Background: an optimization exercise with open tools, aiming at small area and a short achievable clock period. Do not read the settings as production practice.
In this exercise RTL edits were held to simulation tests only and were not proved equivalent to the original.

[design/flow/design.v]
module D_ff(input clk, input reset, input regWrite,input d, output reg q);
	always@(posedge clk)
		begin
			if(reset)
				q<=0;
			else
				if(regWrite == 1) begin q<=d; end
		end
endmodule
module D_ff_reg (input clk, input reset, input regWrite, input decOut1b, input d, output reg q);
	always @ (posedge clk)
		begin
			if(reset==1)
				q<=1;
			else
				if(regWrite == 1 && decOut1b==1)
					begin
						q<=d;
					end
		end
endmodule
module register16bit( input clk, input reset, input regWrite, input decOut1b, input [15:0] writeData, output  [15:0] outR );
	D_ff_reg d0(clk, reset, regWrite, decOut1b, writeData[0], outR[0]);
	D_ff_reg d1(clk, reset, regWrite, decOut1b, writeData[1], outR[1]);
	D_ff_reg d2(clk, reset, regWrite, decOut1b, writeData[2], outR[2]);
	D_ff_reg d3(clk, reset, regWrite, decOut1b, writeData[3], outR[3]);
	D_ff_reg d4(clk, reset, regWrite, decOut1b, writeData[4], outR[4]);
	D_ff_reg d5(clk, reset, regWrite, decOut1b, writeData[5], outR[5]);
	D_ff_reg d6(clk, reset, regWrite, decOut1b, writeData[6], outR[6]);
	D_ff_reg d7(clk, reset, regWrite, decOut1b, writeData[7], outR[7]);
	D_ff_reg d8(clk, reset, regWrite, decOut1b, writeData[8], outR[8]);
	D_ff_reg d9(clk, reset, regWrite, decOut1b, writeData[9], outR[9]);
	D_ff_reg d10(clk, reset, regWrite, decOut1b, writeData[10], outR[10]);
	D_ff_reg d11(clk, reset, regWrite, decOut1b, writeData[11], outR[11]);
	D_ff_reg d12(clk, reset, regWrite, decOut1b, writeData[12], outR[12]);
	D_ff_reg d13(clk, reset, regWrite, decOut1b, writeData[13], outR[13]);
	D_ff_reg d14(clk, reset, regWrite, decOut1b, writeData[14], outR[14]);
	D_ff_reg d15(clk, reset, regWrite, decOut1b, writeData[15], outR[15]);
endmodule
module registerSet( input clk, input reset, input regWrite, input [7:0] decOut, input [15:0] writeData,
output [15:0] outR0, output [15:0] outR1, output [15:0] outR2, output [15:0] outR3,
	output [15:0] outR4,output [15:0] outR5, output [15:0] outR6, output [15:0] outR7);
	register16bit rs0( clk, reset, regWrite, decOut[0], writeData, outR0 );
	register16bit rs1( clk, reset, regWrite, decOut[1], writeData, outR1 );
	register16bit rs2( clk, reset, regWrite, decOut[2], writeData, outR2 );
	register16bit rs3( clk, reset, regWrite, decOut[3], writeData, outR3 );
	register16bit rs4( clk, reset, regWrite, decOut[4], writeData, outR4 );
	register16bit rs5( clk, reset, regWrite, decOut[5], writeData, outR5 );
	register16bit rs6( clk, reset, regWrite, decOut[6], writeData, outR6 );
	register16bit rs7( clk, reset, regWrite, decOut[7], writeData, outR7 );
endmodule
module decoder( input [2:0] destReg, output reg [7:0] decOut);
always @(destReg)
	case(destReg)
	3'd0: decOut=8'b0000_0001;
	3'd1: decOut=8'b0000_0010;
	3'd2: decOut=8'b0000_0100;
	3'd3: decOut=8'b0000_1000;
	3'd4: decOut=8'b0001_0000;
	3'd5: decOut=8'b0010_0000;
	3'd6: decOut=8'b0100_0000;
	3'd7: decOut=8'b1000_0000;
	endcase
endmodule
module mux8to1( input [15:0] outR0, input [15:0] outR1, input [15:0] outR2, input [15:0] outR3, input [15:0] outR4, input [15:0] outR5, 
input [15:0] outR6, input [15:0] outR7, input [2:0] Sel, output reg [15:0] outBus );
always@(outR0,outR1,outR2,outR3,outR4,outR5,outR6,outR7,Sel)
	case(Sel)
		3'd0:outBus=outR0;
		3'd1:outBus=outR1;
		3'd2:outBus=outR2;
		3'd3:outBus=outR3;
		3'd4:outBus=outR4;
		3'd5:outBus=outR5;
		3'd6:outBus=outR6;
		3'd7:outBus=outR7;
	endcase
endmodule
module registerFile(input clk, input reset, input regWrite, input [2:0] rs, input [2:0] rt,input [2:0] rd, 
input [15:0] writeData, output [15:0] outR0, output [15:0] outR1);
	wire [7:0] decOut;
	wire [15:0] outR00,outR11, outR2, outR3, outR4, outR5, outR6, outR7;
	decoder dec(rd,decOut);
	registerSet rSet( clk, reset, regWrite,decOut, writeData,outR00,outR11, outR2, outR3, outR4, outR5, outR6, outR7);
	mux8to1 mux8_1_1( outR00, outR11,outR2,outR3,outR4, outR5, outR6,outR7, rs, outR0 );
	mux8to1 mux8_1_2( outR00, outR11,outR2,outR3,outR4, outR5, outR6,outR7, rt, outR1 );
endmodule
module register16bit_PC( input clk, input reset, input regWrite, input [15:0] writeData, output  [15:0] outR );
	D_ff d0(clk, reset, regWrite, writeData[0], outR[0]);
	D_ff d1(clk, reset, regWrite, writeData[1], outR[1]);
	D_ff d2(clk, reset, regWrite, writeData[2], outR[2]);
	D_ff d3(clk, reset, regWrite, writeData[3], outR[3]);
	D_ff d4(clk, reset, regWrite, writeData[4], outR[4]);
	D_ff d5(clk, reset, regWrite, writeData[5], outR[5]);
	D_ff d6(clk, reset, regWrite, writeData[6], outR[6]);
	D_ff d7(clk, reset, regWrite, writeData[7], outR[7]);
	D_ff d8(clk, reset, regWrite, writeData[8], outR[8]);
	D_ff d9(clk, reset, regWrite, writeData[9], outR[9]);
	D_ff d10(clk, reset, regWrite, writeData[10], outR[10]);
	D_ff d11(clk, reset, regWrite, writeData[11], outR[11]);
	D_ff d12(clk, reset, regWrite, writeData[12], outR[12]);
	D_ff d13(clk, reset, regWrite, writeData[13], outR[13]);
	D_ff d14(clk, reset, regWrite, writeData[14], outR[14]);
	D_ff d15(clk, reset, regWrite, writeData[15], outR[15]);
endmodule
module ctrlCkt	(input [3:0] opcode, output reg regWrite, output reg regDst, output reg [1:0] aluSrcB, output reg aluSrcC,
		output reg [1:0] aluOp, output reg hiWrite, output reg loWrite,output reg flagWr);
	always @ (opcode)
	begin
		regWrite=0;
		regDst=0;
		aluSrcB=2'b00;
		aluSrcC=0;
		aluOp=2'b00;
		hiWrite=0;
		loWrite=0;
		flagWr=0;
		case (opcode)
			4'b0000:
			begin
				regWrite=1;
				regDst=1;
				aluSrcB=2'b00;
				aluSrcC=0;
				aluOp=2'b00;
				hiWrite=0;
				loWrite=0;
				flagWr=1;
			end
			4'b0001:
			begin
				regWrite=1;
				regDst=1;
				aluSrcB=2'b00;
				aluSrcC=0;
				aluOp=2'b01;
				hiWrite=0;
				loWrite=0;
				flagWr=1;
			end
			4'b0010:
			begin
				regWrite=1;
				regDst=1;
				aluSrcB=2'b00;
				aluSrcC=1;
				aluOp=2'b00;
				hiWrite=0;
				loWrite=0;
				flagWr=1;
			end
			4'b0011:
			begin
				regWrite=1;
				regDst=0;
				aluSrcB=2'b01;
				aluSrcC=1;
				aluOp=2'b00;
				hiWrite=0;
				loWrite=0;
				flagWr=1;
			end
			4'b0100:
			begin
				regWrite=1;
				regDst=0;
				aluSrcB=2'b10;
				aluSrcC=0;
				aluOp=2'b10;
				hiWrite=0;
				loWrite=0;
				flagWr=1;
			end
			4'b0101:
			begin
				regWrite=0;
				regDst=0;
				aluSrcB=2'b00;
				aluSrcC=0;
				aluOp=2'b11;
				hiWrite=1;
				loWrite=1;
				flagWr=0;
			end
		endcase
	end
endmodule
module mux2to1_3bits(input [2:0] in1, input [2:0] in2, input sel, output reg [2:0] muxOut);
   always @ (in1 or in2 or sel)
   	begin
   		case (sel)
   			0:
   			begin
   				muxOut=in1;
   			end
   			1:
   			begin
   				muxOut=in2;
   			end
   		endcase
   	end
endmodule
module mux2to1_16bits(input [15:0] in1, input [15:0] in2, input sel, output reg [15:0] muxOut);
	always @ (in1 or in2 or sel)
   	begin
   		case (sel)
   			0:
   			begin
   				muxOut=in1;
   			end
   			1:
   			begin
   				muxOut=in2;
   			end
   		endcase
   	end
endmodule
module mux4to1_16bits(input [15:0] in1, input [15:0] in2, input [15:0] in3, input [1:0] sel, output reg [15:0] muxOut);
    always @ (in1 or in2 or in3 or sel)
   	begin
   		case (sel)
   			2'b00:
   			begin
   				muxOut=in1;
   			end
   			2'b01:
   			begin
   				muxOut=in2;
   			end
   			2'b10:
   			begin
   				muxOut=in3;
   			end
   			default:
   			begin
   				muxOut=in1;
   			end
   		endcase
   	end
endmodule
module adder(input [15:0] in1, input [15:0] in2, output reg [15:0] adder_out);
    always @ (in1 or in2)
    begin
    	adder_out=in1+in2;
    end
endmodule
module signExt6to16( input [5:0] offset, output reg [15:0] signExtOffset);
	always @ (offset)
	begin
		if (offset[5]==1)
		begin
			signExtOffset={10'b1111111111, offset};
		end
		else begin
			signExtOffset={10'd0, offset};
		end
	end
endmodule
module zeroExt4to16( input [3:0] offset, output reg [15:0] zeroExtOffset);
	always @ (offset)
	begin
		zeroExtOffset={12'd0, offset};
	end
endmodule
module alu(input [15:0] aluIn1, input [15:0] aluIn2,input [15:0] aluIn3, input [1:0] aluOp,output reg zero,output reg neg,output reg pos,
		output reg carry, output reg [15:0] aluOut1,output reg [15:0] aluOut2);
	always @ (aluIn1 or aluIn2 or aluIn3 or aluOp)
	begin
		carry=0;
		aluOut2=16'd0;
		zero=0;
		neg=0;
		pos=0;
		case (aluOp)
			2'b00:
			begin
				{carry, aluOut1}=aluIn1+aluIn2+aluIn3;
			end
			2'b01:
			begin
				{carry, aluOut1}=aluIn1-aluIn2;
			end
			2'b10:
			begin
				{carry, aluOut1}=aluIn1>>aluIn2;
			end
			2'b11:
			begin
				{aluOut2, aluOut1}=aluIn1*aluIn2;
			end
		endcase
		if (aluOut1>16'd0)
			pos=1;
		else if (aluOut1==16'd0)
			zero=1;
		else begin
			neg=1;
		end
	end
endmodule
module singleCycle(input clk, input reset, input [15:0] instr, output [15:0] pc, output [15:0] Result );
	wire [15:0] newPC, IR, addPC, writeData, aluIn1, regRt, aluIn2, aluIn3, signExtOffset, zeroExtOffset, aluOut2, hi, lo;
	wire [3:0] regRd;
	wire [1:0] aluSrcB, aluOp;
	wire regDst, aluSrcC, hiWrite, loWrite, flagWr, carry, zero, neg, pos, regWrite, cFlag, zFlag, pFlag, nFlag;
	register16bit_PC PC(clk, reset, 1, addPC, newPC);
	assign IR=instr;
	assign pc=newPC;
	adder a(newPC, 16'd2, addPC);
	ctrlCkt	CC(IR[15:12], regWrite, regDst, aluSrcB, aluSrcC, aluOp, hiWrite, loWrite, flagWr);
	mux2to1_3bits mux1(IR[8:6], IR[5:3], regDst, regRd);
	registerFile RF(clk, reset, regWrite, IR[11:9], IR[8:6], regRd, writeData, aluIn1, regRt);
	signExt6to16 sExt(IR[5:0], signExtOffset);
	zeroExt4to16 zExt(IR[3:0], zeroExtOffset);
	mux4to1_16bits mux2(regRt, signExtOffset, zeroExtOffset, aluSrcB, aluIn2);
	mux2to1_16bits mux3(16'd0, {15'd0, cFlag}, aluSrcC, aluIn3);
	alu ALU(aluIn1, aluIn2, aluIn3, aluOp, zero, neg, pos, carry, writeData, aluOut2);
	D_ff Fl0(clk, reset, flagWr, carry, cFlag);
	D_ff Fl1(clk, reset, flagWr, neg, nFlag);
	D_ff Fl2(clk, reset, flagWr, pos, pFlag);
	D_ff fl3(clk, reset, flagWr, zero, zFlag);
	register16bit_PC HI(clk, reset, hiWrite, aluOut2, hi);
	register16bit_PC LO(clk, reset, loWrite, writeData, lo);
	assign Result=writeData;
endmodule
[design/flow/run.sh]
#!/bin/bash
# synth_recipe.tcl (not shown) runs the flow's synth.tcl, then flattens the netlist and writes it again
# the make line also repeats each setting of config.mk as NAME=value (left out here)
make -C /OpenROAD-flow-scripts/flow DESIGN_CONFIG=/design/flow/config.mk WORK_HOME=/design/flow/orfs CLKGATE_MAP_FILE= SYNTH_SCRIPT=/design/flow/synth_recipe.tcl finish
[design/flow/config.mk]
export PLATFORM = sky130hd
export DESIGN_NAME = singleCycle
export DESIGN_NICKNAME = singleCycle
export VERILOG_FILES = /design/flow/design.v
export SDC_FILE = /design/flow/constraint.sdc
export NUM_CORES = 4
export LEC_CHECK = 0
export CAP_MARGIN = 20
export CORE_MARGIN = 2
export CORE_UTILIZATION = 40
export SLEW_MARGIN = 20
[design/flow/constraint.sdc]
create_clock -name core_clock -period 20.0 [get_ports {clk}]
set_input_delay 4.0000 -clock core_clock [delete_from_list [all_inputs] [get_ports {clk}]]
set_output_delay 4.0000 -clock core_clock [all_outputs]
set_load 0.01 [all_outputs]
==> notes.md <==
## worst max-delay path: stages
cell and delay [ps]:
clkdlybuf4s50_1 750, nor2b_1 290, nand2_1 250, ha_1 750, o21ai_0 190, o21ai_1 960, clkinv_1 690, nor2_1 310
fa_1 430, fa_1 440, ha_1 230, fa_1 530, inv_1 50, fa_1 480, fa_1 550, inv_1 40
ha_1 230, a2111oi_0 470, o31ai_1 270, xnor2_1 290, nor2_1 100, nor2_1 140, a32oi_1 110, o211ai_1 730
inv_1 210, clkdlybuf4s50_1 550
## final cells by class
type	instances	area, sq um
inverters	196	738
flip-flops and latches	144	2880
well taps	461	577
diodes	1	2.50
fillers	3581	19900
clock buffers	17	425
clock inverters	15	189
repair buffers	90	766
multi-input cells	1335	9990
## per-layer routing
metal  track usage [%]  vias up
met5                 0        -
met4              10.7        0
met3              4.46      115
met2              45.2      653
met1              36.9     6687
li1                  -     6245
## cells by family (layout without fill, tap and decap cells)
family / after synthesis / after routing / share of synthesized area (%)
xor+xnor: 54 / 54 / 3.68
simple gates: 564 / 564 / 18.6
other cells: 1 / 2 / 0.0261
mux: 51 / 51 / 4.08
fa+ha+maj: 167 / 167 / 18.9
compound gates: 498 / 498 / 24.2
flops: 144 / 144 / 20.1
buf+inv: 349 / 318 / 10.5
## worst paths after layout
| check | to | slack, ps | from |
|---|---|---|---|
| max | Result[12] | 1920 | instr[14] |
| min | PC.d1.q | 470 | PC.d1.q |
| max reg2reg | RF.rSet.rs3.d12.q | 11640 | RF.rSet.rs6.d3.q |
| min reg2reg | PC.d1.q | 470 | PC.d1.q |
## cells in the final DEF (no fill, tap or decap), types with 28 or more instances in the layout
cell type / count
nor2b_1: 28
mux2i_1: 36
nand2_1: 188
inv_1: 188
fa_1: 83
nor3_1: 33
buf_4: 42
dfxtp_1: 144
xnor2_1: 36
a21oi_1: 112
o21ai_0: 72
nor2_1: 142
clkdlybuf4s50_1: 42
ha_1: 84
o211ai_1: 70
nand2b_1: 28
nand3_1: 44
## through the flow
stage,util (%),std cells
detailed placement,42.1,2226
CTS,43.9,2258
global route,43.9,2258
finish,43.9,2259
global placement,42.1,2226
floorplan,-,1828
==> reports/metrics.cfg <==
[critical_path]
crit_type = in -> out
end_kind = primary output
critPathArrivalTime_ps = 14080
r2r_cells = 23
cp.required_ps = 16000
path_max_fanout = 18
start_kind = input pin

[floorplan]
die_x_microns = 193
start_util_pct = 40.5
ioPinCount = 50
dieArea_sq_um = 37400
num_rows = 69
coreArea_sq_um = 35500
die_h_microns = 193

[clock_tree]
htree_levels = 4
cts.clk_slew.worst_paths_ps = 60
clk_path_buf_depth = 2
clk_latency_ps = 440
postCtsSetupBuffers = 0
cts.repair.resized = 0
cts_root_buffer = clkbuf_16
numCtsBuffers = 17
cts_tree = done
clock-sinks = 144
cts_hold_buf = 0

[placement]
place_hpwl_microns = 38100
dp_slack_ps = 2240
port_buffers = 48
place_area_sq_um = 14900
gp_congestion = 0.975

[grt]
grt_overflow = 0
grt_max_degree = 78
grt_pass1_vias = 13300
grt_pass1_wl_microns = 81200
antenna_found_initial = 0
grt.total_usage_pct = 27.8

[route]
dr.pass1.iters = 8
wl_met2_microns = 24400
routedWlPerCell_microns = 23.2
drtIter0Drc = 1406
drcViolationCount = 0
m1WireLength_microns = 22100
highest_layer = met4
wl_met3_microns = 4130
viasPerCell = 6.06
ant_nets = 0
num_vias = 13700
drt-total-wl_microns = 52400

[finish]
fin_area_sq_um = 15600
layout-drive-gt1-share_pct = 7.90
fin_nets = 1969
synthToLayoutAreaGrowth_pct = 8.38

[yosys]
ys_warn_count = 15
synth-edff-count = 0
yosys.cell_types.count = 85
synthTopCellsByCount = 189 x inv_1, 188 x nand2_1, 144 x dfxtp_1
syn_nets = 2013
avgSynthCellArea_sq_um = 7.86
synthFlopType = dfxtp_1
seq_area_frac_synth_pct = 20.1
synth.most_common_cell = inv_1
netlist_area_sq_um = 14400
ys_seq_elements = 144
yosysTopAreaCell = dfxtp_1
synthCells = 1828
synth_top_area_share_pct = 20.1
synthArstFlopShare_pct = 0
ys_top_cells_by_area = dfxtp_1 20%, fa_1 12%, ha_1 7.3%, inv_1 4.9%, nand2_1 4.9%

[sta]
finalMaxSlewViolations = 0
setup_violations = 0
worst_slack_ps = 1920
worst_pin_slew_ps = 1210
fmax_mhz = 55.3
post-route-min-period_ps = 18080
period_share_pct = 90.4
whs_ps = 475
max_slew_margin_pct = 18.9
rsz0062_at_grt = false
hold_viol = 0
clock_skew_ps = 17.2
finalSetupTns_ps = 0

[run_status]
status = finished clean

[min_path]
hold_path_depth = 1
hold_class = reg -> reg

[run]
maxCapViolCount = 0

## what the ideal ports hide
The flow's constraints put no driver on any port. The routed layout listed below was extracted and timed again, unchanged, in two steps. Step 1 (the two cells are an assumption about what drives the block):
set clk [get_ports {clk}]
set_driving_cell -lib_cell sky130_fd_sc_hd__clkbuf_16 $clk
set_driving_cell -lib_cell sky130_fd_sc_hd__buf_2 [delete_from_list [all_inputs] $clk]
Step 2, shift: input delay + t, output delay - t, t = (earliest + latest rising clock arrival at the registers) / 2. This alone moves slack from input paths to output paths. Slacks: ideal / step 1 / step 2; pairs: ideal / step 1.
t (ns): 0.482
setup WS [ns]: 1.921 / 1.890 / 1.890
pins driven straight from the clock port: 1
After both steps this run still meets setup and hold. The setup slack of this run moves by -0.031 ns with the drivers and by -0.031 ns with both steps.
